This design comes from an exercise in tuning for small area on the open sky130 flow, not from production work.
Only simulation tests tie the RTL to the original design; equivalence was not proved.
No activity file was given, so power comes from the tool's default toggle rates.

## config.mk

```make
export PLATFORM = sky130hd
export DESIGN_NAME = top
export DESIGN_NICKNAME = top
export VERILOG_FILES = /design/flow/design.v
export SDC_FILE = /design/flow/constraint.sdc
export NUM_CORES = 4
export LEC_CHECK = 0
export ABC_AREA = 1
export CAP_MARGIN = 20
export CORE_MARGIN = 2
export CORE_UTILIZATION = 55
export CTS_BUF_LIST = sky130_fd_sc_hd__clkbuf_16
export CTS_CLUSTER_DIAMETER = 100
export CTS_CLUSTER_SIZE = 25
export SLEW_MARGIN = 20
```

## constraint.sdc

```tcl
create_clock -name core_clock -period 20.0 [get_ports {clk}]
set_input_delay 4.0000 -clock core_clock [delete_from_list [all_inputs] [get_ports {clk}]]
set_output_delay 4.0000 -clock core_clock [all_outputs]
set_load 0.01 [all_outputs]
```

## design.v

```verilog
module clk_rec_zerox #(
    parameter IN_WIDTH = 7,
    parameter OSR = 8
)(
    input  wire                       clk,
    input  wire                       rst,
    input  wire                       sample_en,
    input  wire                       enable,
    input  wire signed [IN_WIDTH-1:0] diff_phase_in,
    output reg symbol_sample_tick,
    output reg out_bit
);
    reg signed [IN_WIDTH-1:0] sample_previous;
    reg [3:0] sample_counter;
    reg sample_valid;
    always @(posedge clk) begin
        if (!rst) begin
            sample_previous <= 0;
            sample_valid <= 0;
        end else if (sample_en) begin
            sample_previous <= diff_phase_in;
            sample_valid <= 1;
        end
    end
    localparam IDLE = 2'b00, SP_cross = 2'b01, SP_wait = 2'b10, SP_out = 2'b11;
    reg [1:0] state, next_state;
    always @(posedge clk)
        state <= (!rst) ? IDLE : next_state;
    always @(posedge clk) begin
        if (!rst) begin
            next_state <= IDLE;
        end else if (sample_en) begin
            case (state)
                IDLE:     next_state <= (enable && sample_valid &&
                                         (diff_phase_in[IN_WIDTH-1] != sample_previous[IN_WIDTH-1])) ? SP_cross : IDLE;
                SP_cross: next_state <= SP_wait;
                SP_wait:  next_state <= (sample_counter == OSR-1) ? SP_out : SP_wait;
                default:  next_state <= SP_wait;
            endcase
        end
    end
    always @(posedge clk) begin
        if (!rst) begin
            sample_counter <= OSR >> 1;
        end else if (sample_en) begin
            case (state)
                IDLE:     if (enable) sample_counter <= (sample_counter == OSR) ? 4'd1 : sample_counter + 4'd1;
                SP_cross: sample_counter <= (OSR >> 1) + 1;
                SP_wait:  sample_counter <= sample_counter + 4'd1;
                default:  sample_counter <= 4'd1;
            endcase
        end
    end
    always @(posedge clk) begin
        if (!rst) begin
            out_bit <= 1'b0;
            symbol_sample_tick <= 1'b0;
        end else if (sample_en) begin
            symbol_sample_tick <= (sample_counter == OSR-1) ? 1'b1 : 1'b0;
            out_bit <= (symbol_sample_tick) ? (((diff_phase_in + sample_previous) >>> 1) > 0) : out_bit;
        end
    end
endmodule
module varicode_lut (
    input enable,
    input [9:0] varicode, 
    output reg [7:0] ascii  
);
    always @(*) begin
        if(enable==1) begin
        case(varicode)
            10'b1:          ascii = 8'h20;
            10'b111111111:  ascii = 8'h21; 
            10'b101011111:  ascii = 8'h22; 
            10'b111110101:  ascii = 8'h23; 
            10'b111011011:  ascii = 8'h24; 
            10'b1011010101: ascii = 8'h25; 
            10'b1010111011: ascii = 8'h26; 
            10'b101111111:  ascii = 8'h27; 
            10'b11111011:   ascii = 8'h28; 
            10'b11110111:   ascii = 8'h29; 
            10'b101101111:  ascii = 8'h2a; 
            10'b111011111:  ascii = 8'h2b; 
            10'b1110101:    ascii = 8'h2c; 
            10'b110101:     ascii = 8'h2d; 
            10'b1010111:    ascii = 8'h2e; 
            10'b110101111:  ascii = 8'h2f; 
            10'b10110111:   ascii = 8'h30; 
            10'b10111101:   ascii = 8'h31; 
            10'b11101101:   ascii = 8'h32; 
            10'b11111111:   ascii = 8'h33; 
            10'b101110111:  ascii = 8'h34; 
            10'b101011011:  ascii = 8'h35; 
            10'b101101011:  ascii = 8'h36; 
            10'b110101101:  ascii = 8'h37; 
            10'b110101011:  ascii = 8'h38; 
            10'b110110111:  ascii = 8'h39; 
            10'b11110101:   ascii = 8'h3a; 
            10'b110111101:  ascii = 8'h3b; 
            10'b111101101:  ascii = 8'h3c; 
            10'b1010101:    ascii = 8'h3d;
            10'b111010111:  ascii = 8'h3e;
            10'b1010101111: ascii = 8'h3f;
            10'b1010111101: ascii = 8'h40;
            10'b1111101:    ascii = 8'h41;
            10'b11101011:   ascii = 8'h42;
            10'b10101101:   ascii = 8'h43;
            10'b10110101:   ascii = 8'h44;
            10'b1110111:    ascii = 8'h45;
            10'b11011011:   ascii = 8'h46;
            10'b11111101:   ascii = 8'h47;
            10'b101010101:  ascii = 8'h48;
            10'b1111111:    ascii = 8'h49;
            10'b111111101:  ascii = 8'h4a;
            10'b101111101:  ascii = 8'h4b;
            10'b11010111:   ascii = 8'h4c;
            10'b10111011:   ascii = 8'h4d;
            10'b11011101:   ascii = 8'h4e;
            10'b10101011:   ascii = 8'h4f;
            10'b11010101:   ascii = 8'h50;
            10'b111011101:  ascii = 8'h51;
            10'b10101111:   ascii = 8'h52;
            10'b1101111:    ascii = 8'h53;
            10'b1101101:    ascii = 8'h54;
            10'b101010111:  ascii = 8'h55;
            10'b110110101:  ascii = 8'h56;
            10'b101011101:  ascii = 8'h57;
            10'b101110101:  ascii = 8'h58;
            10'b101111011:  ascii = 8'h59;
            10'b1010101101: ascii = 8'h5a;
            10'b111110111:  ascii = 8'h5b;
            10'b111101111:  ascii = 8'h5c;
            10'b111111011:  ascii = 8'h5d;
            10'b1010111111: ascii = 8'h5e;
            10'b101101101:  ascii = 8'h5f;
            10'b1011011111: ascii = 8'h60;
            10'b1011:       ascii = 8'h61;
            10'b1011111:    ascii = 8'h62;
            10'b101111:     ascii = 8'h63;
            10'b101101:     ascii = 8'h64;
            10'b11:         ascii = 8'h65;
            10'b111101:     ascii = 8'h66;
            10'b1011011:    ascii = 8'h67;
            10'b101011:     ascii = 8'h68;
            10'b1101:       ascii = 8'h69;
            10'b111101011:  ascii = 8'h6a;
            10'b10111111:   ascii = 8'h6b;
            10'b11011:      ascii = 8'h6c;
            10'b111011:     ascii = 8'h6d;
            10'b1111:       ascii = 8'h6e;
            10'b111:        ascii = 8'h6f;
            10'b111111:     ascii = 8'h70;
            10'b110111111:  ascii = 8'h71;
            10'b10101:      ascii = 8'h72;
            10'b10111:      ascii = 8'h73;
            10'b101:        ascii = 8'h74;
            10'b110111:     ascii = 8'h75;
            10'b1111011:    ascii = 8'h76;
            10'b1101011:    ascii = 8'h77;
            10'b11011111:   ascii = 8'h78;
            10'b1011101:    ascii = 8'h79;
            10'b111010101:  ascii = 8'h7a;
            10'b1010110111: ascii = 8'h7b;
            10'b110111011:  ascii = 8'h7c;
            10'b1010110101: ascii = 8'h7d;
            10'b1011010111: ascii = 8'h7e;
            10'b1110110101: ascii = 8'h7f;
            default:        ascii = 8'h00;   
        endcase
        end
        else begin
            ascii = 8'h00; 
        end
    end
endmodule
module varicode_decoder (
    input wire clk,
    input wire rst,
    input wire sample_en,
    input wire bit_in,
    input wire bit_valid,
    output wire [7:0] char_out,
    output reg char_valid
);
    reg [11:0] shift_reg;
    reg [3:0] bit_count;
    reg [9:0] vnext;
    reg [7:0] ascii_r;
    wire [7:0] ascii;
    varicode_lut u_varicode_lut (
        .enable   (1'b1),
        .varicode (vnext),
        .ascii    (ascii)
    );
    assign char_out = ascii_r;
    localparam IDLE = 3'b000, RECV = 3'b001, END_CHECK = 3'b010, DECODE = 3'b011;
    reg [2:0] state;
    wire step = bit_valid && sample_en;
    always @(posedge clk or negedge rst) begin
        if (!rst) begin
            state <= IDLE;
        end else if (step) begin
            case (state)
                IDLE:      state <= ((shift_reg[1:0] == 2'b00) && (bit_in != 0)) ? RECV : IDLE;
                RECV:      state <= bit_in ? RECV : END_CHECK;
                END_CHECK: state <= bit_in ? RECV : DECODE;
                DECODE:    state <= bit_in ? RECV : IDLE;
                default:   state <= IDLE;
            endcase
        end
    end
    always @(posedge clk) begin
        if (!rst) shift_reg <= 12'hfff;
        else if (step) shift_reg <= {shift_reg[10:0], bit_in};
    end
    always @(*) begin
        case (bit_count - 4'd1)
            4'd1: vnext = {9'd0, shift_reg[2]};
            4'd2: vnext = {8'd0, shift_reg[3:2]};
            4'd3: vnext = {7'd0, shift_reg[4:2]};
            4'd4: vnext = {6'd0, shift_reg[5:2]};
            4'd5: vnext = {5'd0, shift_reg[6:2]};
            4'd6: vnext = {4'd0, shift_reg[7:2]};
            4'd7: vnext = {3'd0, shift_reg[8:2]};
            4'd8: vnext = {2'd0, shift_reg[9:2]};
            4'd9: vnext = {1'd0, shift_reg[10:2]};
            4'd10: vnext = shift_reg[11:2];
            default: vnext = 10'd0;
        endcase
    end
    always @(posedge clk) begin
        if (!rst) begin
            bit_count <= 0;
            ascii_r <= 8'd0;
            char_valid <= 0;
        end else if (step) begin
            case (state)
                IDLE: begin
                    bit_count <= 0;
                    ascii_r <= 8'd0;
                    char_valid <= 0;
                end
                RECV, END_CHECK: begin
                    bit_count <= bit_count + 4'd1;
                    ascii_r <= 8'd0;
                    char_valid <= 0;
                end
                DECODE: begin
                    bit_count <= 0;
                    ascii_r <= ascii;
                    char_valid <= 1;
                end
                default: begin
                    bit_count <= 0;
                    if (char_valid) ascii_r <= 8'd0;
                end
            endcase
        end
    end
endmodule
module top (
    input  clk,
    input  rst,
    input  en,
    input  signed [7:0] adc_in,
    output wire [7:0] char_out,
    output wire char_valid,
    output wire signed [15:0] I_out,
    output wire signed [15:0] Q_out,
    output wire sweep_done,
    output wire signed [6:0] freq,
    output wire bit_tick,
    output wire bit_out
);
    reg [4:0] c20;
    reg [5:0] c40;
    reg [3:0] c10;
    reg en20, en800, en8000;
    wire w20 = (c20 == 5'd19);
    wire w40 = (c40 == 6'd39);
    wire w10 = (c10 == 4'd9);
    always @(posedge clk or negedge rst) begin
        if (!rst) begin
            c20 <= 0; c40 <= 0; c10 <= 0;
            en20 <= 0; en800 <= 0; en8000 <= 0;
        end else begin
            c20 <= w20 ? 5'd0 : c20 + 5'd1;
            if (w20) c40 <= w40 ? 6'd0 : c40 + 6'd1;
            if (w20 && w40) c10 <= w10 ? 4'd0 : c10 + 4'd1;
            en20   <= w20;
            en800  <= w20 && w40;
            en8000 <= w20 && w40 && w10;
        end
    end
    wire fhead = (c10 == 4'd0) && (c40 == 6'd0);
    wire f_mac = (c10 == 4'd9) && (c40 == 6'd17) && (c20 == 5'd11);   
    localparam IDLE = 3'd1, START_SWEEP = 3'd2, ACCUMULATE = 3'd3, NEXT_FREQ = 3'd4,
               DONE_SWEEP = 3'd5, START_MIXING = 3'd6, MIXING = 3'd7;
    reg [2:0] st;
    reg [5:0] scount;
    reg [3:0] sidx, bcode, ccode;
    reg [32:0] eacc, ebest;
    reg sflag, sdone;
    reg [27:0] mag;
    wire cvalid;
    function [15:0] sweep_steps(input [3:0] idx);
        case (idx)
            4'd0: sweep_steps = 16'd4386;
            4'd1: sweep_steps = 16'd4410;
            4'd2: sweep_steps = 16'd4432;
            4'd3: sweep_steps = 16'd4454;
            4'd4: sweep_steps = 16'd4476;
            4'd5: sweep_steps = 16'd4500;
            4'd6: sweep_steps = 16'd4522;
            4'd7: sweep_steps = 16'd4546;
            4'd8: sweep_steps = 16'd4568;
            4'd9: sweep_steps = 16'd4590;
            4'd10: sweep_steps = 16'd4612;
            default: sweep_steps = 16'd0;
        endcase
    endfunction
    always @(posedge clk or negedge rst) begin
        if (!rst) st <= IDLE;
        else if (en20) begin
            case (st)
                IDLE:         st <= START_SWEEP;
                START_SWEEP:  st <= ACCUMULATE;
                ACCUMULATE:   st <= (scount == 6'd50) ? NEXT_FREQ : ACCUMULATE;
                NEXT_FREQ:    st <= (sidx == 4'd10) ? DONE_SWEEP : START_SWEEP;
                DONE_SWEEP:   st <= START_MIXING;
                START_MIXING: st <= MIXING;
                MIXING:       st <= MIXING;
                default:      st <= IDLE;
            endcase
        end
    end
    always @(posedge clk) begin
        if (st == IDLE) begin
            scount <= 0; eacc <= 0; sidx <= 0; ebest <= 0;
            bcode <= 4'd15; ccode <= 4'd15; sflag <= 0; sdone <= 0;
        end else if (st == ACCUMULATE && cvalid) begin
            scount <= scount + 6'd1;
            eacc   <= eacc + mag;
            ccode  <= sidx;
            sflag  <= 0; sdone <= 0;
        end else if (st == ACCUMULATE && en20) begin
            sflag  <= 0; sdone <= 0;
        end else if (st == NEXT_FREQ && en20) begin
            if (eacc > ebest) begin
                ebest <= eacc;
                bcode <= sidx;
            end
            ccode <= sidx;
            sflag <= 1; sdone <= 0;
        end else if (st == START_SWEEP && en20) begin
            scount <= 0;
            sidx   <= sidx + 4'd1;
            eacc   <= 0;
            ccode  <= sidx;
            sflag  <= 0; sdone <= 0;
        end else if (st == DONE_SWEEP && en20) begin
            scount <= 0;
            sidx   <= 0;
            ccode  <= bcode;
            sflag  <= 0; sdone <= 1;
        end
    end
    assign sweep_done = sdone;
    reg [3:0] ds;
    always @(posedge clk or negedge rst) begin
        if (!rst) ds <= 4'd0;
        else if (ds == 4'd10) ds <= sflag ? 4'd11 : 4'd1;
        else if (ds == 4'd11) ds <= 4'd1;
        else ds <= ds + 4'd1;
    end
    wire ds_done = (ds == 4'd10);
    wire ds_load = (ds == 4'd0) || (ds == 4'd10) || (ds == 4'd11);
    reg [15:0] pacc;
    wire [15:0] fword = sweep_steps(ccode);
    wire [15:0] padd = pacc + (ds_done ? fword : 16'd29536);
    always @(posedge clk or negedge rst) begin
        if (!rst) pacc <= 16'd0;
        else if (ds == 4'd11) pacc <= 16'd0;
        else if (ds_done || (pacc > 16'd36000)) pacc <= padd;
    end
    wire q_le1 = (pacc <= 16'd9000);
    wire q_le2 = (pacc <= 16'd18000);
    wire q_le3 = (pacc <= 16'd27000);
    wire ssign = !q_le2;
    wire csign = !q_le1 && q_le3;
    reg [23:0] dz;
    reg [7:0] dd;
    reg [1:0] qd;
    reg [23:0] zk;
    reg inva, invb;
    always @(*) begin
        inva = 1'b0; invb = 1'b0;
        if (ds == 4'd1) begin
            case (qd)
                2'd0: zk = 24'd0;
                2'd1: begin zk = 24'd4608000; inva = 1'b1; end
                2'd2: begin zk = 24'd4608000; invb = 1'b1; end
                default: begin zk = 24'd9216000; inva = 1'b1; end
            endcase
        end else begin
            case (ds[2:0])
                3'd2: zk = 24'd1152000;
                3'd3: zk = 24'd680075;
                3'd4: zk = 24'd359325;
                3'd5: zk = 24'd182400;
                3'd6: zk = 24'd91550;
                3'd7: zk = 24'd45825;
                3'd0: zk = 24'd22925;
                default: zk = 24'd11450;
            endcase
            invb = ~dz[23];
        end
    end
    wire [23:0] dz_n = (dz ^ {24{inva}}) + (zk ^ {24{invb}}) + {23'd0, inva | invb};
    always @(posedge clk) begin
        if (ds_load) begin
            dz <= {pacc, 8'd0};
            qd <= q_le1 ? 2'd0 : q_le2 ? 2'd1 : q_le3 ? 2'd2 : 2'd3;
        end else begin
            dz <= dz_n;
            if (ds >= 4'd2 && ds <= 4'd9) dd <= {dd[6:0], dz[23]};
        end
    end
    reg [15:0] xy;
    always @(*) begin
        case (dd)
      8'd0: xy = 16'hef62;
      8'd1: xy = 16'hf162;
      8'd2: xy = 16'hf263;
      8'd3: xy = 16'hf463;
      8'd4: xy = 16'hf563;
      8'd5: xy = 16'hf763;
      8'd6: xy = 16'hf863;
      8'd7: xy = 16'hfa63;
      8'd8: xy = 16'hfc63;
      8'd9: xy = 16'hfd63;
      8'd10: xy = 16'hff63;
      8'd11: xy = 16'h0063;
      8'd12: xy = 16'h0263;
      8'd13: xy = 16'h0363;
      8'd14: xy = 16'h0563;
      8'd15: xy = 16'h0663;
      8'd16: xy = 16'h0863;
      8'd17: xy = 16'h0963;
      8'd18: xy = 16'h0b63;
      8'd19: xy = 16'h0d63;
      8'd20: xy = 16'h0e62;
      8'd21: xy = 16'h1062;
      8'd22: xy = 16'h1162;
      8'd23: xy = 16'h1362;
      8'd24: xy = 16'h1461;
      8'd25: xy = 16'h1661;
      8'd26: xy = 16'h1761;
      8'd27: xy = 16'h1960;
      8'd28: xy = 16'h1a60;
      8'd29: xy = 16'h1c5f;
      8'd30: xy = 16'h1d5f;
      8'd31: xy = 16'h1f5e;
      8'd32: xy = 16'h1f5e;
      8'd33: xy = 16'h215e;
      8'd34: xy = 16'h225d;
      8'd35: xy = 16'h245d;
      8'd36: xy = 16'h255c;
      8'd37: xy = 16'h275b;
      8'd38: xy = 16'h285b;
      8'd39: xy = 16'h2a5a;
      8'd40: xy = 16'h2b5a;
      8'd41: xy = 16'h2c59;
      8'd42: xy = 16'h2e58;
      8'd43: xy = 16'h2f57;
      8'd44: xy = 16'h3157;
      8'd45: xy = 16'h3256;
      8'd46: xy = 16'h3355;
      8'd47: xy = 16'h3554;
      8'd48: xy = 16'h3653;
      8'd49: xy = 16'h3753;
      8'd50: xy = 16'h3852;
      8'd51: xy = 16'h3a51;
      8'd52: xy = 16'h3b50;
      8'd53: xy = 16'h3c4f;
      8'd54: xy = 16'h3d4e;
      8'd55: xy = 16'h3f4d;
      8'd56: xy = 16'h404c;
      8'd57: xy = 16'h414b;
      8'd58: xy = 16'h424a;
      8'd59: xy = 16'h4349;
      8'd60: xy = 16'h4448;
      8'd61: xy = 16'h4647;
      8'd62: xy = 16'h4746;
      8'd63: xy = 16'h4845;
      8'd64: xy = 16'h4548;
      8'd65: xy = 16'h4647;
      8'd66: xy = 16'h4746;
      8'd67: xy = 16'h4844;
      8'd68: xy = 16'h4943;
      8'd69: xy = 16'h4a42;
      8'd70: xy = 16'h4b41;
      8'd71: xy = 16'h4c40;
      8'd72: xy = 16'h4d3f;
      8'd73: xy = 16'h4e3d;
      8'd74: xy = 16'h4f3c;
      8'd75: xy = 16'h503b;
      8'd76: xy = 16'h513a;
      8'd77: xy = 16'h5238;
      8'd78: xy = 16'h5337;
      8'd79: xy = 16'h5336;
      8'd80: xy = 16'h5435;
      8'd81: xy = 16'h5533;
      8'd82: xy = 16'h5632;
      8'd83: xy = 16'h5731;
      8'd84: xy = 16'h572f;
      8'd85: xy = 16'h582e;
      8'd86: xy = 16'h592c;
      8'd87: xy = 16'h5a2b;
      8'd88: xy = 16'h5a2a;
      8'd89: xy = 16'h5b28;
      8'd90: xy = 16'h5b27;
      8'd91: xy = 16'h5c25;
      8'd92: xy = 16'h5d24;
      8'd93: xy = 16'h5d22;
      8'd94: xy = 16'h5e21;
      8'd95: xy = 16'h5e1f;
      8'd96: xy = 16'h5e1f;
      8'd97: xy = 16'h5f1d;
      8'd98: xy = 16'h5f1c;
      8'd99: xy = 16'h601a;
      8'd100: xy = 16'h6019;
      8'd101: xy = 16'h6117;
      8'd102: xy = 16'h6116;
      8'd103: xy = 16'h6114;
      8'd104: xy = 16'h6213;
      8'd105: xy = 16'h6211;
      8'd106: xy = 16'h6210;
      8'd107: xy = 16'h620e;
      8'd108: xy = 16'h630d;
      8'd109: xy = 16'h630b;
      8'd110: xy = 16'h6309;
      8'd111: xy = 16'h6308;
      8'd112: xy = 16'h6306;
      8'd113: xy = 16'h6305;
      8'd114: xy = 16'h6303;
      8'd115: xy = 16'h6302;
      8'd116: xy = 16'h6300;
      8'd117: xy = 16'h63ff;
      8'd118: xy = 16'h63fd;
      8'd119: xy = 16'h63fc;
      8'd120: xy = 16'h63fa;
      8'd121: xy = 16'h63f8;
      8'd122: xy = 16'h63f7;
      8'd123: xy = 16'h63f5;
      8'd124: xy = 16'h63f4;
      8'd125: xy = 16'h63f2;
      8'd126: xy = 16'h62f1;
      8'd127: xy = 16'h62ef;
      8'd128: xy = 16'h6210;
      8'd129: xy = 16'h620e;
      8'd130: xy = 16'h630d;
      8'd131: xy = 16'h630b;
      8'd132: xy = 16'h630a;
      8'd133: xy = 16'h6308;
      8'd134: xy = 16'h6307;
      8'd135: xy = 16'h6305;
      8'd136: xy = 16'h6303;
      8'd137: xy = 16'h6302;
      8'd138: xy = 16'h6300;
      8'd139: xy = 16'h63ff;
      8'd140: xy = 16'h63fd;
      8'd141: xy = 16'h63fc;
      8'd142: xy = 16'h63fa;
      8'd143: xy = 16'h63f9;
      8'd144: xy = 16'h63f7;
      8'd145: xy = 16'h63f6;
      8'd146: xy = 16'h63f4;
      8'd147: xy = 16'h63f2;
      8'd148: xy = 16'h62f1;
      8'd149: xy = 16'h62ef;
      8'd150: xy = 16'h62ee;
      8'd151: xy = 16'h62ec;
      8'd152: xy = 16'h61eb;
      8'd153: xy = 16'h61e9;
      8'd154: xy = 16'h61e8;
      8'd155: xy = 16'h60e6;
      8'd156: xy = 16'h60e5;
      8'd157: xy = 16'h5fe3;
      8'd158: xy = 16'h5fe2;
      8'd159: xy = 16'h5ee0;
      8'd160: xy = 16'h5ee0;
      8'd161: xy = 16'h5ede;
      8'd162: xy = 16'h5ddd;
      8'd163: xy = 16'h5ddb;
      8'd164: xy = 16'h5cda;
      8'd165: xy = 16'h5bd8;
      8'd166: xy = 16'h5bd7;
      8'd167: xy = 16'h5ad5;
      8'd168: xy = 16'h5ad4;
      8'd169: xy = 16'h59d3;
      8'd170: xy = 16'h58d1;
      8'd171: xy = 16'h57d0;
      8'd172: xy = 16'h57ce;
      8'd173: xy = 16'h56cd;
      8'd174: xy = 16'h55cc;
      8'd175: xy = 16'h54ca;
      8'd176: xy = 16'h53c9;
      8'd177: xy = 16'h53c8;
      8'd178: xy = 16'h52c7;
      8'd179: xy = 16'h51c5;
      8'd180: xy = 16'h50c4;
      8'd181: xy = 16'h4fc3;
      8'd182: xy = 16'h4ec2;
      8'd183: xy = 16'h4dc0;
      8'd184: xy = 16'h4cbf;
      8'd185: xy = 16'h4bbe;
      8'd186: xy = 16'h4abd;
      8'd187: xy = 16'h49bc;
      8'd188: xy = 16'h48bb;
      8'd189: xy = 16'h47b9;
      8'd190: xy = 16'h46b8;
      8'd191: xy = 16'h45b7;
      8'd192: xy = 16'h48ba;
      8'd193: xy = 16'h47b9;
      8'd194: xy = 16'h46b8;
      8'd195: xy = 16'h44b7;
      8'd196: xy = 16'h43b6;
      8'd197: xy = 16'h42b5;
      8'd198: xy = 16'h41b4;
      8'd199: xy = 16'h40b3;
      8'd200: xy = 16'h3fb2;
      8'd201: xy = 16'h3db1;
      8'd202: xy = 16'h3cb0;
      8'd203: xy = 16'h3baf;
      8'd204: xy = 16'h3aae;
      8'd205: xy = 16'h38ad;
      8'd206: xy = 16'h37ac;
      8'd207: xy = 16'h36ac;
      8'd208: xy = 16'h35ab;
      8'd209: xy = 16'h33aa;
      8'd210: xy = 16'h32a9;
      8'd211: xy = 16'h31a8;
      8'd212: xy = 16'h2fa8;
      8'd213: xy = 16'h2ea7;
      8'd214: xy = 16'h2ca6;
      8'd215: xy = 16'h2ba5;
      8'd216: xy = 16'h2aa5;
      8'd217: xy = 16'h28a4;
      8'd218: xy = 16'h27a4;
      8'd219: xy = 16'h25a3;
      8'd220: xy = 16'h24a2;
      8'd221: xy = 16'h22a2;
      8'd222: xy = 16'h21a1;
      8'd223: xy = 16'h1fa1;
      8'd224: xy = 16'h1fa1;
      8'd225: xy = 16'h1da0;
      8'd226: xy = 16'h1ca0;
      8'd227: xy = 16'h1a9f;
      8'd228: xy = 16'h199f;
      8'd229: xy = 16'h179e;
      8'd230: xy = 16'h169e;
      8'd231: xy = 16'h149e;
      8'd232: xy = 16'h139d;
      8'd233: xy = 16'h119d;
      8'd234: xy = 16'h109d;
      8'd235: xy = 16'h0e9d;
      8'd236: xy = 16'h0d9c;
      8'd237: xy = 16'h0b9c;
      8'd238: xy = 16'h099c;
      8'd239: xy = 16'h089c;
      8'd240: xy = 16'h069c;
      8'd241: xy = 16'h059c;
      8'd242: xy = 16'h039c;
      8'd243: xy = 16'h029c;
      8'd244: xy = 16'h009c;
      8'd245: xy = 16'hff9c;
      8'd246: xy = 16'hfd9c;
      8'd247: xy = 16'hfc9c;
      8'd248: xy = 16'hfa9c;
      8'd249: xy = 16'hf89c;
      8'd250: xy = 16'hf79c;
      8'd251: xy = 16'hf59c;
      8'd252: xy = 16'hf49c;
      8'd253: xy = 16'hf29c;
      8'd254: xy = 16'hf19d;
      8'd255: xy = 16'hef9d;
        endcase
    end
    wire [7:0] lx = xy[15:8];
    wire [7:0] ly = xy[7:0];
    reg signed [7:0] nsin, cosr;
    reg done_d, ssign_d;
    always @(posedge clk) begin
        done_d <= ds_done;
        if (ds_done) begin
            ssign_d <= ssign;
            cosr <= csign ? 8'd0 - lx : lx;
        end
        if (done_d) nsin <= ssign_d ? ly : 8'd0 - ly;
    end
    reg [1:0] enr;
    reg [7:0] dcnt;
    reg dvalid, cvalid_r;
    wire de = en20 && enr[1] && (dcnt == 8'd199);
    always @(posedge clk or negedge rst) begin
        if (!rst) begin
            enr <= 0; dcnt <= 0; dvalid <= 0; cvalid_r <= 0;
        end else begin
            if (en20) enr <= {enr[0], en};
            if (en20 && enr[1]) dcnt <= (dcnt == 8'd199) ? 8'd0 : dcnt + 8'd1;
            dvalid   <= de;
            cvalid_r <= dvalid;
        end
    end
    assign cvalid = cvalid_r;
    reg tick_d;
    reg en_d, enr0_d, de_d;
    reg signed [7:0] adc_d;
    always @(posedge clk or negedge rst) begin
        if (!rst) tick_d <= 1'b0;
        else tick_d <= en20;
    end
    always @(posedge clk) begin
        en_d <= en; enr0_d <= enr[0]; de_d <= de; adc_d <= adc_in;
    end
    wire u_int0 = en20 ? en : (tick_d && en_d);
    wire u_int1 = en20 ? enr[0] : (tick_d && enr0_d);
    wire u_de   = en20 ? de : (tick_d && de_d);
    wire signed [7:0] m_a = en20 ? adc_in : adc_d;
    wire signed [7:0] m_b = en20 ? cosr : nsin;
    wire signed [15:0] mix = m_a * m_b;
    reg zr_d;
    always @(posedge clk) zr_d <= ~rst;
    wire zr = ~rst | zr_d;
    reg [30:0] int0_0, int0_1, facc_0, facc_1, fprev_0, fprev_1;
    reg [15:0] h1_0, h1_1, h2_0, h2_1, dreg_0, dreg_1;
    wire [30:0] gk = facc_0 - fprev_0;
    wire [30:0] int0_n = (zr ? 31'd0 : int0_0) + (u_int0 ? {{15{mix[15]}}, mix} : 31'd0);
    wire [30:0] facc_n = ((u_de | zr) ? 31'd0 : facc_0) + (u_int1 ? int0_0 : 31'd0);
    always @(posedge clk) begin
        int0_0 <= int0_1;  int0_1 <= int0_n;
        facc_0 <= facc_1;  facc_1 <= facc_n;
        fprev_0 <= fprev_1; fprev_1 <= zr ? 31'd0 : u_de ? facc_0 : fprev_0;
        h1_0 <= h1_1;      h1_1 <= zr ? 16'd0 : u_de ? gk[30:15] : h1_0;
        h2_0 <= h2_1;      h2_1 <= zr ? 16'd0 : u_de ? h1_0 : h2_0;
        dreg_0 <= dreg_1;  dreg_1 <= zr ? 16'd0 : u_de ? h2_0 : dreg_0;
    end
    wire [15:0] combI = dreg_0;
    wire [15:0] combQ = dreg_1;
    wire ins = en && en8000;       
    reg [3:0] wptr;
    wire [3:0] rho = c20[3:0] + {c40[1:0], 2'b00};
    reg [4:0] nval;
    reg insf;
    reg [15:0] holdI, holdQ;
    reg [255:0] ringI, ringQ;
    wire wr = insf && (rho == wptr);
    always @(posedge clk or negedge rst) begin
        if (!rst) begin
            wptr <= 0; nval <= 0; insf <= 0;
        end else begin
            if (ins) begin
                insf <= 1'b1;
                if (nval != 5'd16) nval <= nval + 5'd1;
            end else if (wr) begin
                insf <= 1'b0;
                wptr <= wptr - 4'd1;
            end
        end
    end
    wire capI = (mph == 2'd1) && (pb == 4'd12) && (rho == 4'd0);
    wire capQ = (mph == 2'd2) && (pb == 4'd15) && !mtog;
    always @(posedge clk) begin
        if (ins) holdI <= combI;
        else if (capI) holdI <= {2'b00, acc[30:17]};
        if (ins) holdQ <= combQ;
        else if (capQ) holdQ <= {2'b00, acc[30:17]};
        ringI <= {ringI[239:0], wr ? holdI : ringI[255:240]};
        ringQ <= {ringQ[239:0], wr ? holdQ : ringQ[255:240]};
    end
    wire [15:0] tapI = ringI[255:240];
    wire [15:0] tapQ = ringQ[255:240];
    wire [3:0] jl = rho - wptr - 4'd1;
    wire jv = ({1'b0, jl} < nval);
    reg [12:0] hc;
    always @(*) begin
        case (jl)
            4'd0, 4'd15: hc = 13'd173;
            4'd1, 4'd14: hc = 13'd288;
            4'd2, 4'd13: hc = 13'd548;
            4'd3, 4'd12: hc = 13'd1001;
            4'd4, 4'd11: hc = 13'd1691;
            4'd5, 4'd10: hc = 13'd2633;
            4'd6, 4'd9:  hc = 13'd3787;
            default:     hc = 13'd5053;
        endcase
    end
    reg [30:0] acc;
    reg [1:0] mph;       
    reg [3:0] pb;
    reg mtog;
    reg [13:0] Iout, Qout;
    wire hb = hc[pb];
    wire [15:0] tap = mph[0] ? tapQ : tapI;
    wire [13:0] mop = mtog ? holdQ[13:0] : holdI[13:0];
    wire mbit = (pb <= 4'd13) ? mop[pb] : 1'b0;
    reg [30:0] term;
    reg [30:0] abase;
    reg tneg;
    always @(*) begin
        term = 31'd0;
        abase = acc;
        tneg = 1'b0;
        if (mph[1] == 1'b0) begin
            if (hb && jv) term = {{15{tap[15]}}, tap};
            if (rho == 4'd0) abase = (pb == 4'd12) ? 31'd0 : {acc[29:0], 1'b0};
        end else if (mph == 2'd2) begin
            if (mbit) term = {{17{mop[13]}}, mop};
            tneg = mbit && (pb == 4'd13);
            if (!mtog) abase = (pb == 4'd15) ? 31'd0 : {acc[29:0], 1'b0};
        end
    end
    wire [30:0] asum = abase + (term ^ {31{tneg}}) + {30'd0, tneg};
    always @(posedge clk) acc <= asum;
    always @(posedge clk or negedge rst) begin
        if (!rst) begin
            mph <= 2'd3; pb <= 0; mtog <= 0;
        end else if (f_mac) begin
            mph <= 2'd0; pb <= 4'd12; mtog <= 0;
        end else if (mph[1] == 1'b0) begin
            if (rho == 4'd15) begin
                if (pb == 4'd0) begin
                    mph <= mph + 2'd1;
                    pb  <= mph[0] ? 4'd15 : 4'd12;
                end else pb <= pb - 4'd1;
            end
        end else if (mph == 2'd2) begin
            mtog <= ~mtog;
            if (mtog) begin
                if (pb == 4'd0) mph <= 2'd3;
                else pb <= pb - 4'd1;
            end
        end
    end
    always @(posedge clk) begin
        if (!rst) begin
            Iout <= 0; Qout <= 0; mag <= 0;
        end else if (ins) begin
            Iout <= holdI[13:0]; Qout <= holdQ[13:0]; mag <= acc[27:0];
        end
    end
    assign I_out = {{2{Iout[13]}}, Iout};
    assign Q_out = {{2{Qout[13]}}, Qout};
    reg [8:0] aref;
    always @(*) begin
        case ({I_out[15], Q_out[15]})
            2'b00: aref = 9'd0;
            2'b10: aref = 9'd90;
            2'b11: aref = 9'd180;
            default: aref = 9'd270;
        endcase
    end
    wire vload = fhead && (c20 == 5'd15);
    reg [15:0] X, Y;
    reg [3:0] vp;
    reg cx, cy, vs;
    reg [6:0] dv;
    wire [2:0] vi = vp[2:0] - 3'd1;
    wire [3:0] lim = 4'd15 - rho;
    wire [3:0] tpos = ({1'b0, vi} < lim) ? {1'b0, vi} : lim;
    wire xt = X[tpos];
    wire yt = Y[tpos];
    wire k0 = (rho == 4'd0);
    wire vs_n = k0 ? ~Y[15] : vs;
    reg xa, xb, xc0, ya, yb, yc0;
    always @(*) begin
        if (vp == 4'd0) begin
            xb = 1'b0; yb = 1'b0;
            case ({Iout[13], Qout[13]})
                2'b00: begin xa = X[0];  xc0 = 1'b0; ya = Y[0];  yc0 = 1'b0; end
                2'b10: begin xa = Y[0];  xc0 = 1'b0; ya = ~X[0]; yc0 = 1'b1; end
                2'b11: begin xa = ~X[0]; xc0 = 1'b1; ya = ~Y[0]; yc0 = 1'b1; end
                default: begin xa = ~Y[0]; xc0 = 1'b1; ya = X[0]; yc0 = 1'b0; end
            endcase
        end else begin
            xa = X[0]; xb = vs_n ? yt : ~yt; xc0 = ~vs_n;
            ya = Y[0]; yb = vs_n ? ~xt : xt; yc0 = vs_n;
        end
    end
    wire xci = k0 ? xc0 : cx;
    wire yci = k0 ? yc0 : cy;
    wire xs = xa ^ xb ^ xci;
    wire ys = ya ^ yb ^ yci;
    always @(posedge clk) begin
        if (vload) begin
            X <= I_out; Y <= Q_out;
        end else begin
            X <= {xs, X[15:1]};
            Y <= {ys, Y[15:1]};
        end
        cx <= (xa & xb) | (xa & xci) | (xb & xci);
        cy <= (ya & yb) | (ya & yci) | (yb & yci);
        vs <= vs_n;
        if (k0 && vp != 4'd0 && vp[3] == 1'b0) dv <= {dv[5:0], ~Y[15]};
    end
    always @(posedge clk or negedge rst) begin
        if (!rst) vp <= 4'd8;
        else if (vload) vp <= 4'd0;
        else if (rho == 4'd15 && vp[3] == 1'b0) vp <= vp + 4'd1;
    end
    reg [8:0] zl;
    always @(*) begin
        case (dv)
            7'd0: zl = 9'h19d;
            7'd1: zl = 9'h19e;
            7'd2: zl = 9'h1a0;
            7'd3: zl = 9'h1a2;
            7'd4: zl = 9'h1a4;
            7'd5: zl = 9'h1a5;
            7'd6: zl = 9'h1a7;
            7'd7: zl = 9'h1a9;
            7'd8: zl = 9'h1ab;
            7'd9: zl = 9'h1ad;
            7'd10: zl = 9'h1ae;
            7'd11: zl = 9'h1b0;
            7'd12: zl = 9'h1b2;
            7'd13: zl = 9'h1b4;
            7'd14: zl = 9'h1b5;
            7'd15: zl = 9'h1b7;
            7'd16: zl = 9'h1b9;
            7'd17: zl = 9'h1ba;
            7'd18: zl = 9'h1bc;
            7'd19: zl = 9'h1be;
            7'd20: zl = 9'h1c0;
            7'd21: zl = 9'h1c2;
            7'd22: zl = 9'h1c3;
            7'd23: zl = 9'h1c5;
            7'd24: zl = 9'h1c7;
            7'd25: zl = 9'h1c9;
            7'd26: zl = 9'h1ca;
            7'd27: zl = 9'h1cc;
            7'd28: zl = 9'h1ce;
            7'd29: zl = 9'h1d0;
            7'd30: zl = 9'h1d2;
            7'd31: zl = 9'h1d3;
            7'd32: zl = 9'h1d2;
            7'd33: zl = 9'h1d3;
            7'd34: zl = 9'h1d5;
            7'd35: zl = 9'h1d7;
            7'd36: zl = 9'h1d9;
            7'd37: zl = 9'h1db;
            7'd38: zl = 9'h1dc;
            7'd39: zl = 9'h1de;
            7'd40: zl = 9'h1e0;
            7'd41: zl = 9'h1e2;
            7'd42: zl = 9'h1e3;
            7'd43: zl = 9'h1e5;
            7'd44: zl = 9'h1e7;
            7'd45: zl = 9'h1e9;
            7'd46: zl = 9'h1eb;
            7'd47: zl = 9'h1ec;
            7'd48: zl = 9'h1ee;
            7'd49: zl = 9'h1f0;
            7'd50: zl = 9'h1f1;
            7'd51: zl = 9'h1f3;
            7'd52: zl = 9'h1f5;
            7'd53: zl = 9'h1f7;
            7'd54: zl = 9'h1f8;
            7'd55: zl = 9'h1fa;
            7'd56: zl = 9'h1fc;
            7'd57: zl = 9'h1fe;
            7'd58: zl = 9'h000;
            7'd59: zl = 9'h001;
            7'd60: zl = 9'h003;
            7'd61: zl = 9'h005;
            7'd62: zl = 9'h007;
            7'd63: zl = 9'h008;
            7'd64: zl = 9'h1f7;
            7'd65: zl = 9'h1f8;
            7'd66: zl = 9'h1fa;
            7'd67: zl = 9'h1fc;
            7'd68: zl = 9'h1fe;
            7'd69: zl = 9'h1ff;
            7'd70: zl = 9'h001;
            7'd71: zl = 9'h003;
            7'd72: zl = 9'h005;
            7'd73: zl = 9'h007;
            7'd74: zl = 9'h008;
            7'd75: zl = 9'h00a;
            7'd76: zl = 9'h00c;
            7'd77: zl = 9'h00e;
            7'd78: zl = 9'h00f;
            7'd79: zl = 9'h011;
            7'd80: zl = 9'h013;
            7'd81: zl = 9'h014;
            7'd82: zl = 9'h016;
            7'd83: zl = 9'h018;
            7'd84: zl = 9'h01a;
            7'd85: zl = 9'h01c;
            7'd86: zl = 9'h01d;
            7'd87: zl = 9'h01f;
            7'd88: zl = 9'h021;
            7'd89: zl = 9'h023;
            7'd90: zl = 9'h024;
            7'd91: zl = 9'h026;
            7'd92: zl = 9'h028;
            7'd93: zl = 9'h02a;
            7'd94: zl = 9'h02c;
            7'd95: zl = 9'h02d;
            7'd96: zl = 9'h02c;
            7'd97: zl = 9'h02d;
            7'd98: zl = 9'h02f;
            7'd99: zl = 9'h031;
            7'd100: zl = 9'h033;
            7'd101: zl = 9'h035;
            7'd102: zl = 9'h036;
            7'd103: zl = 9'h038;
            7'd104: zl = 9'h03a;
            7'd105: zl = 9'h03c;
            7'd106: zl = 9'h03d;
            7'd107: zl = 9'h03f;
            7'd108: zl = 9'h041;
            7'd109: zl = 9'h043;
            7'd110: zl = 9'h045;
            7'd111: zl = 9'h046;
            7'd112: zl = 9'h048;
            7'd113: zl = 9'h04a;
            7'd114: zl = 9'h04b;
            7'd115: zl = 9'h04d;
            7'd116: zl = 9'h04f;
            7'd117: zl = 9'h051;
            7'd118: zl = 9'h052;
            7'd119: zl = 9'h054;
            7'd120: zl = 9'h056;
            7'd121: zl = 9'h058;
            7'd122: zl = 9'h05a;
            7'd123: zl = 9'h05b;
            7'd124: zl = 9'h05d;
            7'd125: zl = 9'h05f;
            7'd126: zl = 9'h061;
            7'd127: zl = 9'h062;
        endcase
    end
    reg [3:0] actc;
    always @(posedge clk or negedge rst) begin
        if (!rst) actc <= 0;
        else if (en800 && sdone && actc != 4'd9) actc <= actc + 4'd1;
    end
    reg [8:0] aabs;    
    always @(*) begin
        case (actc)
            4'd0, 4'd1, 4'd2: aabs = 9'd0;
            4'd3: aabs = 9'd2;
            4'd4: aabs = 9'd6;
            4'd5: aabs = 9'd13;
            4'd6: aabs = 9'd27;
            4'd7: aabs = 9'd53;
            4'd8: aabs = 9'd98;
            default: aabs = zl;
        endcase
    end
    wire [8:0] cphase = aabs[8] ? aref : aabs[7:0] + aref;
    reg [8:0] prev_phase;
    reg signed [6:0] freq_origin;
    always @(posedge clk) begin
        if (!rst) begin
            freq_origin <= 0;
            prev_phase  <= 0;
        end else if (en8000 && sdone) begin
            if (({cphase[8], cphase[7]} == 2'b00) && (prev_phase[8] == 1))
                freq_origin <= (cphase - prev_phase) + 360;
            else if ((cphase[8] == 1) && ({prev_phase[8], prev_phase[7]} == 2'b00))
                freq_origin <= (cphase - prev_phase) - 360;
            else
                freq_origin <= cphase - prev_phase;
            prev_phase <= cphase;
        end
    end
    assign freq = freq_origin;
    clk_rec_zerox u_clk_rec_zerox (
        .clk(clk), .rst(rst), .sample_en(en8000), .enable(sdone),
        .diff_phase_in(freq_origin), .symbol_sample_tick(bit_tick), .out_bit(bit_out));
    varicode_decoder u_varicode_decoder (
        .clk(clk), .rst(rst), .sample_en(en8000), .bit_in(bit_out), .bit_valid(bit_tick),
        .char_out(char_out), .char_valid(char_valid));
endmodule
```

## flow/run.sh

```bash
#!/bin/bash
# The standard layout (standard.sh) with these synthesis changes only:
#  - multipliers are Booth-encoded and adders keep Yosys's default carry logic:
#    SYNTH_OPERATIONS_ARGS="-booth"
#    replaces ORFS's "-extra-map lcu_kogge_stone.v";
#  - no full/half-adder cell extraction (empty ADDER_MAP_FILE);
#  - abc maps logic with an area-oriented script (flow/abc_area.script:
#    Yosys's default liberty-mapping script with extra AIG rewriting and
#    area recovery) instead of ORFS's abc_area.script.
# The ORFS scripts are used from a copy in which only abc_area.script differs.
# Registers are mapped exactly as in the standard synthesis.
set -euo pipefail
rm -rf scripts_mod
cp -r "$FLOW_HOME/scripts" scripts_mod
cp flow/abc_area.script scripts_mod/abc_area.script
export SYNTH_OPERATIONS_ARGS="-booth"
export ADDER_MAP_FILE=""
bash standard.sh SCRIPTS_DIR="$PWD/scripts_mod" finish > standard.log 2>&1
```

## flow/abc_area.script

```
strash
&get -n
&fraig -x
&put
scorr
dc2
dretime
strash
balance
rewrite
refactor
balance
rewrite
rewrite -z
balance
refactor -z
rewrite -z
balance
dc2
balance
rewrite
refactor
balance
rewrite
rewrite -z
balance
refactor -z
rewrite -z
balance
dc2
strash
&get -n
&dch -f
&nf -R 1000
&put
strash
&get -n
&dch -f
&nf -R 1000
&put
```

## standard.sh

```bash
#!/bin/bash
# synth_recipe.tcl (not shown) runs the flow's synth.tcl, then flattens the netlist and writes it again
# the make line also repeats each setting of config.mk as NAME=value (left out here)
make -C /OpenROAD-flow-scripts/flow DESIGN_CONFIG=/design/flow/config.mk WORK_HOME=/design/flow/orfs CLKGATE_MAP_FILE= SYNTH_SCRIPT=/design/flow/synth_recipe.tcl "${@:-finish}"
```

==> results_dict.tcl, run 1 <==
set metrics [dict create \
    outcome "complete, no violations" \
    synth_area_leaders "dfxtp_1 48%, nor2_1 4.9%, xnor2_1 4.8%, edfxtp_1 4.2%, dfrtp_1 4.0%" \
    cts_tree "built" \
    cap_violations 0 \
    synth_most_common_cell "dfxtp_1" \
    clock.fmax_ghz 0.0686 \
    start_util 0.554 \
    gp_congestion 0.883 \
    power_mw 3.94 \
    r2r_start "c40[0]" \
    crit_required_ns 20.56 \
    dp_hpwl_um 70100 \
    drive_gt1_frac 0.0289 \
    n_antenna_cell 0 \
    max_slew_margin 0.312 \
    root_buffer "clkbuf_16" \
    die_height_um 296 \
    routedWlPerCell_um 16.7 \
    crit_start "rst" \
    fin_skew_ns 0.0449 \
    antenna_found_initial 0 \
    hold_depth 0 \
    drc 0 \
    vias 33528 \
    synthTopCellsByCount "1131 x dfxtp_1, 617 x nor2_1, 487 x nand2_1" \
    cts_buffer_depth 3 \
    holdWs_ns 0.313 \
    path_class "in -> reg" \
    synthArstFlopShare 0.0626 \
    grt_max_degree 84 \
    netlist.top_cell.by_area "dfxtp_1" \
    slowest_stage "buf_4" \
    largestRegisters "ringI: 256 flops, ringQ: 256 flops" \
    synthFlopType "dfxtp_1" \
    drt_pass1_iterations 6 \
    fin_crit_ns 14.57 \
    ys_warn_count 4 \
    postRouteAntennaNets 0 \
    yosys.area.top_type_share 0.482 \
    grt_pass1_wl_um 164000 \
    crit_path_end_kind "flop" \
    cp.arrival_ns 15.13 \
    hold_viol_final 0 \
    portBuffers 60 \
    ctsHoldBuffers 0 \
    p_int_mw 3.12 \
    postCtsSetupBuffers 0 \
    power.leakage_nw 19.2 \
    worst-r2r-cell-count 55 \
    setup_viol 0 \
    setup_ws_ns 5.43 \
    grt_pass1_vias 31147 \
    p_switching_mw 0.820 \
    finalWirelength_um 102000 \
    finalCritPeriodShare 0.728 \
    fp.dieW_um 296 \
    min_from "ringI[117]" \
    first_iter_violations 2306 \
    pwr-share-comb 0.009 \
    rsz0062_at_grt "false" \
    ys_ff_latch 1277 \
    rows 107 \
    overflow 0 \
    numCtsBuffers 59 \
    syn_inst 4752 \
    synth-edff-count 66 \
    ctsResizeCount 0 \
    globalRouteTotalUtil 0.228 \
    io_pins 62 \
    pre_cts_slack_ns 4.71 \
    crit_path_max_fanout 67 \
    tightestPinTransition_ns 1.00 \
    syn_nets 4763 \
    nets 4931 \
    dieArea_um2 87800 \
    max_stage_delay_ns 0.52 \
    area.growth.synth_to_final_pct 8.80 \
    vdd_ir_drop_max_v 0.0000810 \
    drv_slew 0 \
    pwr-share-clk 0.340 \
    insertion_delay_ns 0.69 \
    htreeDepth 2 \
    syn_area_per_cell_um2 9.89 \
    cts_sinks 1277 \
    viasPerCell 5.51 \
    cp_common_cell "maj3_1" \
    hp-class "reg -> reg" \
    ys_seq_area_frac 0.567 \
    crit_path_start_kind "input port" \
    seqPwrFrac 0.651 \
    syn-cell-area_um2 47000 \
    synthDistinctLibCells 66 \
    fin_setup_tns_ns 0 \
    clk_pin_slew_ns 0.09 \
    core_um2 84900 \
    swShare 0.208 \
    power_density_nw_per_um2 77.0 \
]
==> path summary, 6_finish.rpt <==
kind                              end  slack (ns)
max in group asynchronous     nval[1]       15.36
max                        facc_1[30]        5.43
min                        ringI[133]        0.31
min in group asynchronous       ds[2]        3.28
min reg2reg                ringI[133]        0.31
max reg2reg                   acc[30]        7.17
==> logic make-up after synthesis <==
family          count (synthesis)  share of synthesized area
xor+xnor                      431                     0.0809
mux                           124                     0.0278
flops                        1277                      0.567
buf+inv                       123                     0.0102
fa+ha+maj                      82                     0.0175
simple gates                 1531                      0.142
compound gates               1183                      0.155
other cells                     1                  0.0000798
==> layout make-up <==
type | count | area [um2]
tap | 1144 | 1430
clock buffer | 59 | 1480
sequential | 1277 | 26600
fill | 7462 | 33800
inverter | 118 | 443
timing repair buffer | 112 | 992
multi-input combinational | 3352 | 19900
clock inverter | 28 | 219
==> worst max-delay path, delay by kind of cell <==
family / cells / cell delay (ns)
xor+xnor: 1 / 0.13
compound gates: 13 / 2.65
simple gates: 11 / 1.48
buf+inv: 7 / 1.60
fa+ha+maj: 14 / 5.22
==> through the flow <==
step / instances / instance area [um2] / util
final: 6090 / 51100 / 0.602
after global routing: 6090 / 51100 / 0.602
after CTS: 6090 / 51100 / 0.602
after detailed placement: 6003 / 49400 / 0.582
after global placement: 6003 / 49400 / 0.582
after floorplan: 4752 / 47000 / -
==> routing by layer <==
layer / vias up / wire length (um) / global-route usage
li1: 16990 / - / -
met1: 15775 / 48900 / 0.319
met2: 641 / 46800 / 0.377
met3: 122 / 3700 / 0.0223
met4: 0 / 2200 / 0.0596
met5: - / 0 / 0
==> cells in the final DEF, fill, tap and decap left out, types with 66 or more instances in the layout <==
| cell | count |
|---|---|
| xor2_1 | 173 |
| clkinv_1 | 120 |
| nor3_1 | 88 |
| xnor2_1 | 256 |
| o21ai_0 | 372 |
| maj3_1 | 82 |
| a22o_1 | 115 |
| nand2_1 | 486 |
| dfxtp_1 | 1131 |
| edfxtp_1 | 66 |
| nor2_1 | 613 |
| a21oi_1 | 334 |
| dfrtp_1 | 75 |
| mux2i_1 | 70 |
==> power groups by stage <==
stage | registers, mW | logic [mW] | clock network (mW)
final | 2.56 | 0.0345 | 1.34
after floorplan | 2.62 | 0.0182 | 0
after global placement | 2.62 | 0.0343 | 0
after global routing | 2.57 | 0.0386 | 1.47
after CTS | 2.56 | 0.0349 | 1.38
after detailed placement | 2.62 | 0.0347 | 0
==> inputs of run 2 (changes only) <==
--- a/design.v
+++ b/design.v
@@ -865,7 +865,6 @@
     reg [15:0] X, Y;
     reg [3:0] vp;
     reg cx, cy, vs;
-    reg [6:0] dv;
     wire [2:0] vi = vp[2:0] - 3'd1;
     wire [3:0] lim = 4'd15 - rho;
     wire [3:0] tpos = ({1'b0, vi} < lim) ? {1'b0, vi} : lim;
@@ -892,6 +891,24 @@
     wire yci = k0 ? yc0 : cy;
     wire xs = xa ^ xb ^ xci;
     wire ys = ya ^ yb ^ yci;
+    reg [15:0] Z;
+    reg cz;
+    reg [15:0] vang;
+    always @(*) begin
+        case (vi)
+            3'd0: vang = 16'd11520;
+            3'd1: vang = 16'd6800;
+            3'd2: vang = 16'd3593;
+            3'd3: vang = 16'd1824;
+            3'd4: vang = 16'd915;
+            3'd5: vang = 16'd458;
+            default: vang = 16'd229;
+        endcase
+    end
+    wire za_ = Z[0];
+    wire zb_ = (vang[rho] & (vp[3] == 1'b0)) ^ ~vs_n;
+    wire zci = k0 ? ~vs_n : cz;
+    wire zs = (vp == 4'd0) ? 1'b0 : (vp[3] ? Z[0] : (za_ ^ zb_ ^ zci));
     always @(posedge clk) begin
         if (vload) begin
             X <= I_out; Y <= Q_out;
@@ -902,146 +919,15 @@
         cx <= (xa & xb) | (xa & xci) | (xb & xci);
         cy <= (ya & yb) | (ya & yci) | (yb & yci);
         vs <= vs_n;
-        if (k0 && vp != 4'd0 && vp[3] == 1'b0) dv <= {dv[5:0], ~Y[15]};
+        Z <= {zs, Z[15:1]};
+        cz <= (za_ & zb_) | (za_ & zci) | (zb_ & zci);
     end
     always @(posedge clk or negedge rst) begin
         if (!rst) vp <= 4'd8;
         else if (vload) vp <= 4'd0;
         else if (rho == 4'd15 && vp[3] == 1'b0) vp <= vp + 4'd1;
     end
-    reg [8:0] zl;
-    always @(*) begin
-        case (dv)
-            7'd0: zl = 9'h19d;
-            7'd1: zl = 9'h19e;
-            7'd2: zl = 9'h1a0;
-            7'd3: zl = 9'h1a2;
-            7'd4: zl = 9'h1a4;
-            7'd5: zl = 9'h1a5;
-            7'd6: zl = 9'h1a7;
-            7'd7: zl = 9'h1a9;
-            7'd8: zl = 9'h1ab;
-            7'd9: zl = 9'h1ad;
-            7'd10: zl = 9'h1ae;
-            7'd11: zl = 9'h1b0;
-            7'd12: zl = 9'h1b2;
-            7'd13: zl = 9'h1b4;
-            7'd14: zl = 9'h1b5;
-            7'd15: zl = 9'h1b7;
-            7'd16: zl = 9'h1b9;
-            7'd17: zl = 9'h1ba;
-            7'd18: zl = 9'h1bc;
-            7'd19: zl = 9'h1be;
-            7'd20: zl = 9'h1c0;
-            7'd21: zl = 9'h1c2;
-            7'd22: zl = 9'h1c3;
-            7'd23: zl = 9'h1c5;
-            7'd24: zl = 9'h1c7;
-            7'd25: zl = 9'h1c9;
-            7'd26: zl = 9'h1ca;
-            7'd27: zl = 9'h1cc;
-            7'd28: zl = 9'h1ce;
-            7'd29: zl = 9'h1d0;
-            7'd30: zl = 9'h1d2;
-            7'd31: zl = 9'h1d3;
-            7'd32: zl = 9'h1d2;
-            7'd33: zl = 9'h1d3;
-            7'd34: zl = 9'h1d5;
-            7'd35: zl = 9'h1d7;
-            7'd36: zl = 9'h1d9;
-            7'd37: zl = 9'h1db;
-            7'd38: zl = 9'h1dc;
-            7'd39: zl = 9'h1de;
-            7'd40: zl = 9'h1e0;
-            7'd41: zl = 9'h1e2;
-            7'd42: zl = 9'h1e3;
-            7'd43: zl = 9'h1e5;
-            7'd44: zl = 9'h1e7;
-            7'd45: zl = 9'h1e9;
-            7'd46: zl = 9'h1eb;
-            7'd47: zl = 9'h1ec;
-            7'd48: zl = 9'h1ee;
-            7'd49: zl = 9'h1f0;
-            7'd50: zl = 9'h1f1;
-            7'd51: zl = 9'h1f3;
-            7'd52: zl = 9'h1f5;
-            7'd53: zl = 9'h1f7;
-            7'd54: zl = 9'h1f8;
-            7'd55: zl = 9'h1fa;
-            7'd56: zl = 9'h1fc;
-            7'd57: zl = 9'h1fe;
-            7'd58: zl = 9'h000;
-            7'd59: zl = 9'h001;
-            7'd60: zl = 9'h003;
-            7'd61: zl = 9'h005;
-            7'd62: zl = 9'h007;
-            7'd63: zl = 9'h008;
-            7'd64: zl = 9'h1f7;
-            7'd65: zl = 9'h1f8;
-            7'd66: zl = 9'h1fa;
-            7'd67: zl = 9'h1fc;
-            7'd68: zl = 9'h1fe;
-            7'd69: zl = 9'h1ff;
-            7'd70: zl = 9'h001;
-            7'd71: zl = 9'h003;
-            7'd72: zl = 9'h005;
-            7'd73: zl = 9'h007;
-            7'd74: zl = 9'h008;
-            7'd75: zl = 9'h00a;
-            7'd76: zl = 9'h00c;
-            7'd77: zl = 9'h00e;
-            7'd78: zl = 9'h00f;
-            7'd79: zl = 9'h011;
-            7'd80: zl = 9'h013;
-            7'd81: zl = 9'h014;
-            7'd82: zl = 9'h016;
-            7'd83: zl = 9'h018;
-            7'd84: zl = 9'h01a;
-            7'd85: zl = 9'h01c;
-            7'd86: zl = 9'h01d;
-            7'd87: zl = 9'h01f;
-            7'd88: zl = 9'h021;
-            7'd89: zl = 9'h023;
-            7'd90: zl = 9'h024;
-            7'd91: zl = 9'h026;
-            7'd92: zl = 9'h028;
-            7'd93: zl = 9'h02a;
-            7'd94: zl = 9'h02c;
-            7'd95: zl = 9'h02d;
-            7'd96: zl = 9'h02c;
-            7'd97: zl = 9'h02d;
-            7'd98: zl = 9'h02f;
-            7'd99: zl = 9'h031;
-            7'd100: zl = 9'h033;
-            7'd101: zl = 9'h035;
-            7'd102: zl = 9'h036;
-            7'd103: zl = 9'h038;
-            7'd104: zl = 9'h03a;
-            7'd105: zl = 9'h03c;
-            7'd106: zl = 9'h03d;
-            7'd107: zl = 9'h03f;
-            7'd108: zl = 9'h041;
-            7'd109: zl = 9'h043;
-            7'd110: zl = 9'h045;
-            7'd111: zl = 9'h046;
-            7'd112: zl = 9'h048;
-            7'd113: zl = 9'h04a;
-            7'd114: zl = 9'h04b;
-            7'd115: zl = 9'h04d;
-            7'd116: zl = 9'h04f;
-            7'd117: zl = 9'h051;
-            7'd118: zl = 9'h052;
-            7'd119: zl = 9'h054;
-            7'd120: zl = 9'h056;
-            7'd121: zl = 9'h058;
-            7'd122: zl = 9'h05a;
-            7'd123: zl = 9'h05b;
-            7'd124: zl = 9'h05d;
-            7'd125: zl = 9'h05f;
-            7'd126: zl = 9'h061;
-            7'd127: zl = 9'h062;
-        endcase
-    end
+    wire [8:0] zl = {Z[15], Z[15:8]};
     reg [3:0] actc;
     always @(posedge clk or negedge rst) begin
         if (!rst) actc <= 0;
--- a/config.mk
+++ b/config.mk
@@ -6,10 +6,10 @@
 export NUM_CORES = 4
 export LEC_CHECK = 0
 export ABC_AREA = 1
-export CAP_MARGIN = 20
+export CAP_MARGIN = 5
 export CORE_MARGIN = 2
 export CORE_UTILIZATION = 55
 export CTS_BUF_LIST = sky130_fd_sc_hd__clkbuf_16
 export CTS_CLUSTER_DIAMETER = 100
 export CTS_CLUSTER_SIZE = 25
-export SLEW_MARGIN = 20
+export SLEW_MARGIN = 5
==> run 2 against run 1 <==
  * Design area down 0.45%
  * Wire length down 2.0%
  * Sequential share of layout area increased by 0.17 points
  * Core utilization up 0.39 points
  * Largest power group unchanged
  * Critical path depth down 1
  * Critical path type unchanged
  * Register-to-register slack gained 0.66 ns
  * Still clean
  * Area after synthesis is 0.46% lower
==> results_dict.tcl, run 2 <==
set metrics [dict create \
    hold_viol_final 0 \
    finalWirelength_um 99500 \
    max_stage_delay_ns 0.70 \
    seqPwrFrac 0.651 \
    power_density_nw_per_um2 77.4 \
    crit_start "rst" \
    setup_viol 0 \
    outcome "complete, no violations" \
    p_switching_mw 0.819 \
    slowest_stage "buf_4" \
    max_slew_margin 0.238 \
    yosys.area.top_type_share 0.488 \
    pwr-share-clk 0.340 \
    postRouteAntennaNets 0 \
    cts_sinks 1279 \
    cts_buffer_depth 3 \
    ys_ff_latch 1279 \
    first_iter_violations 2246 \
    swShare 0.208 \
    antenna_found_initial 3 \
    clk_pin_slew_ns 0.11 \
    rows 106 \
    r2r_slack_ns 7.83 \
    layout_common_cells "1140 x dfxtp_1, 643 x nor2_1, 490 x nand2_1" \
    fin_setup_tns_ns 0 \
    ctsHoldBuffers 0 \
    drc 0 \
    crit_cells 45 \
    grt_pass1_wl_um 160000 \
    netlist.top_cell.by_area "dfxtp_1" \
    fp.dieW_um 296 \
    power.leakage_nw 19.3 \
    dieArea_um2 87400 \
    cp_common_cell "maj3_1" \
    synthFlopType "dfxtp_1" \
    grt_pass1_vias 30301 \
    nets 4878 \
    grt_max_degree 76 \
    synthArstFlopShare 0.0625 \
    vdd_ir_drop_max_v 0.0000953 \
    setup_ws_ns 5.35 \
    min_from "ringI[31]" \
    ctsResizeCount 0 \
    multi_input_area_um2 19800 \
    cp_top_family "adder cells" \
    path_class "in -> reg" \
    fillers 7272 \
    synthDistinctLibCells 69 \
    tightestPinTransition_ns 1.13 \
    crit_required_ns 20.56 \
    cap_violations 0 \
    cts_tree "built" \
    pre_cts_slack_ns 4.61 \
    vias 32963 \
    cp-endpoint "facc_1[30]" \
    syn_inst 4704 \
    globalRouteTotalUtil 0.224 \
    numCtsBuffers 59 \
    postCtsSetupBuffers 0 \
    rsz0062_at_grt "false" \
    crit_path_start_kind "input port" \
    synth_most_common_cell "dfxtp_1" \
    largestRegisters "ringI: 256 flops, ringQ: 256 flops" \
    ys_seq_area_frac 0.569 \
    viasPerCell 5.47 \
    die_height_um 296 \
    layout_commonest_cell "dfxtp_1" \
    p_int_mw 3.12 \
    reg2reg_to "acc[30]" \
    syn_nets 4715 \
    crit_path_end_kind "flop" \
    dp_hpwl_um 68800 \
    htreeDepth 2 \
    synthTopCellsByCount "1140 x dfxtp_1, 646 x nor2_1, 491 x nand2_1" \
    fin_skew_ns 0.0518 \
    start_util 0.557 \
    drive_gt1_frac 0.0286 \
    syn-cell-area_um2 46800 \
    ys_warn_count 4 \
    synth_area_leaders "dfxtp_1 49%, nor2_1 5.2%, xnor2_1 4.9%, dfrtp_1 4.1%, nand2_1 3.9%" \
    regArea_um2 26600 \
    synth-edff-count 59 \
    routedWlPerCell_um 16.5 \
    r2r_start "c20[0]" \
    overflow 0 \
    holdWs_ns 0.295 \
    core_um2 84000 \
    gp_congestion 0.949 \
    syn_area_per_cell_um2 9.94 \
    portBuffers 60 \
    crit_path_max_fanout 71 \
    finalCritPeriodShare 0.733 \
    cp.arrival_ns 15.21 \
    pwr-share-comb 0.009 \
    fin_crit_ns 14.65 \
    drv_slew 0 \
    worst-r2r-cell-count 63 \
    area.growth.synth_to_final_pct 8.82 \
    drt_pass1_iterations 6 \
    path_buf_inv 6 \
    clock.fmax_ghz 0.0683 \
    root_buffer "clkbuf_16" \
    hp-class "reg -> reg" \
    io_pins 62 \
    insertion_delay_ns 0.68 \
]
run 2: changes by cell type in the layout (fill, tap and decap cells not counted), moves of 11 or more:
cell	previous run	this run
a21oi_1	334	277
o21ai_0	372	316
a211oi_1	23	53
nor2_1	613	643
a22o_1	115	102
nor3_1	88	75
maj3_1	82	70
xor2_1	173	185
o21a_1	31	20
run 2: final cells by class:
| type | instances | share of cell area |
|---|---|---|
| clock inverters | 31 | 0.00452 |
| repair buffers | 107 | 0.0188 |
| clock buffers | 59 | 0.0290 |
| well taps | 1134 | 0.0279 |
| flip-flops and latches | 1279 | 0.523 |
| diodes | 1 | 0.0000492 |
| multi-input cells | 3299 | 0.388 |
| inverters | 121 | 0.00892 |
run 2: cells by family (layout without fill, tap and decap cells):
family | after synthesis | in the layout | synth area share
buf+inv | 126 | 318 | 0.0105
flops | 1279 | 1279 | 0.569
xor+xnor | 449 | 449 | 0.0844
compound gates | 1090 | 1090 | 0.146
simple gates | 1554 | 1554 | 0.144
other cells | 1 | 2 | 0.0000802
mux | 135 | 135 | 0.0309
fa+ha+maj | 70 | 70 | 0.0150
run 2: worst min-delay path by stage:
| stage | endpoint | depth (start not counted) | slack [ns] |
|---|---|---|---|
| 4_1_cts | ringI[47] | 0 | 0.29 |
| 3_5_place_dp | ringQ[204] | 0 | 0.31 |
| 5_1_grt | ringI[47] | 0 | 0.30 |
| 3_3_place_gp | ringQ[101] | 0 | 0.31 |
| 2_1_floorplan | Z[0] | 0 | 0.31 |
| 6_report | ringI[47] | 0 | 0.30 |
run 2: routing by layer:
metal	part of all wire	wire, um	up-vias	track usage
li1	-	-	16746	-
met1	0.50	50100	15445	0.333
met2	0.44	43600	631	0.352
met3	0.037	3680	141	0.0232
met4	0.021	2100	0	0.0532
met5	0	0	-	0
run 2: stage by stage:
stage / instances / area [um2] / util / power, mW
CTS: 6030 / 50900 / 0.606 / 3.99
finish: 6031 / 50900 / 0.606 / 3.94
detailed placement: 5940 / 49200 / 0.586 / 2.66
global placement: 5940 / 49200 / 0.586 / 2.66
global route: 6030 / 50900 / 0.606 / 4.08
floorplan: 4704 / 46800 / - / 2.64
run 2: power groups by stage:
stage	sequential [mW]	clock, mW	combinational, mW
floorplan	2.62	0	0.0186
global placement	2.62	0	0.0338
detailed placement	2.62	0	0.0342
CTS	2.57	1.39	0.0342
global route	2.57	1.48	0.0377
finish	2.57	1.34	0.0337

==> port drivers added, routing unchanged <==
The results above use ideal ports. As a check the final layouts listed here were re-extracted and re-timed, cells and wires unchanged. Step 1 assumes that a clkbuf_16 drives the clock port and a buf_2 every other input. Step 2 also shifts input and output timing later by t, the mid clock arrival at the registers, as if the neighbouring blocks saw the same clock. Three values: ideal ports, drivers, drivers and shift; two values: the first two.
run	t, ns	setup WS [ns]	worst hold slack (ns)	worst setup path at the end	clock arrival spread, ns
run 1	0.730	5.430 / 5.460 / 4.730	0.313 / 0.313 / 0.313	input to register	0.052 / 0.052
run 2	0.726	5.348 / 5.378 / 4.652	0.295 / 0.295 / 0.295	input to register	0.058 / 0.058
After both steps every run listed still meets setup and hold. For run 1, which loses most, drivers alone change the setup slack by +0.030 ns; drivers and shift together by -0.700 ns.
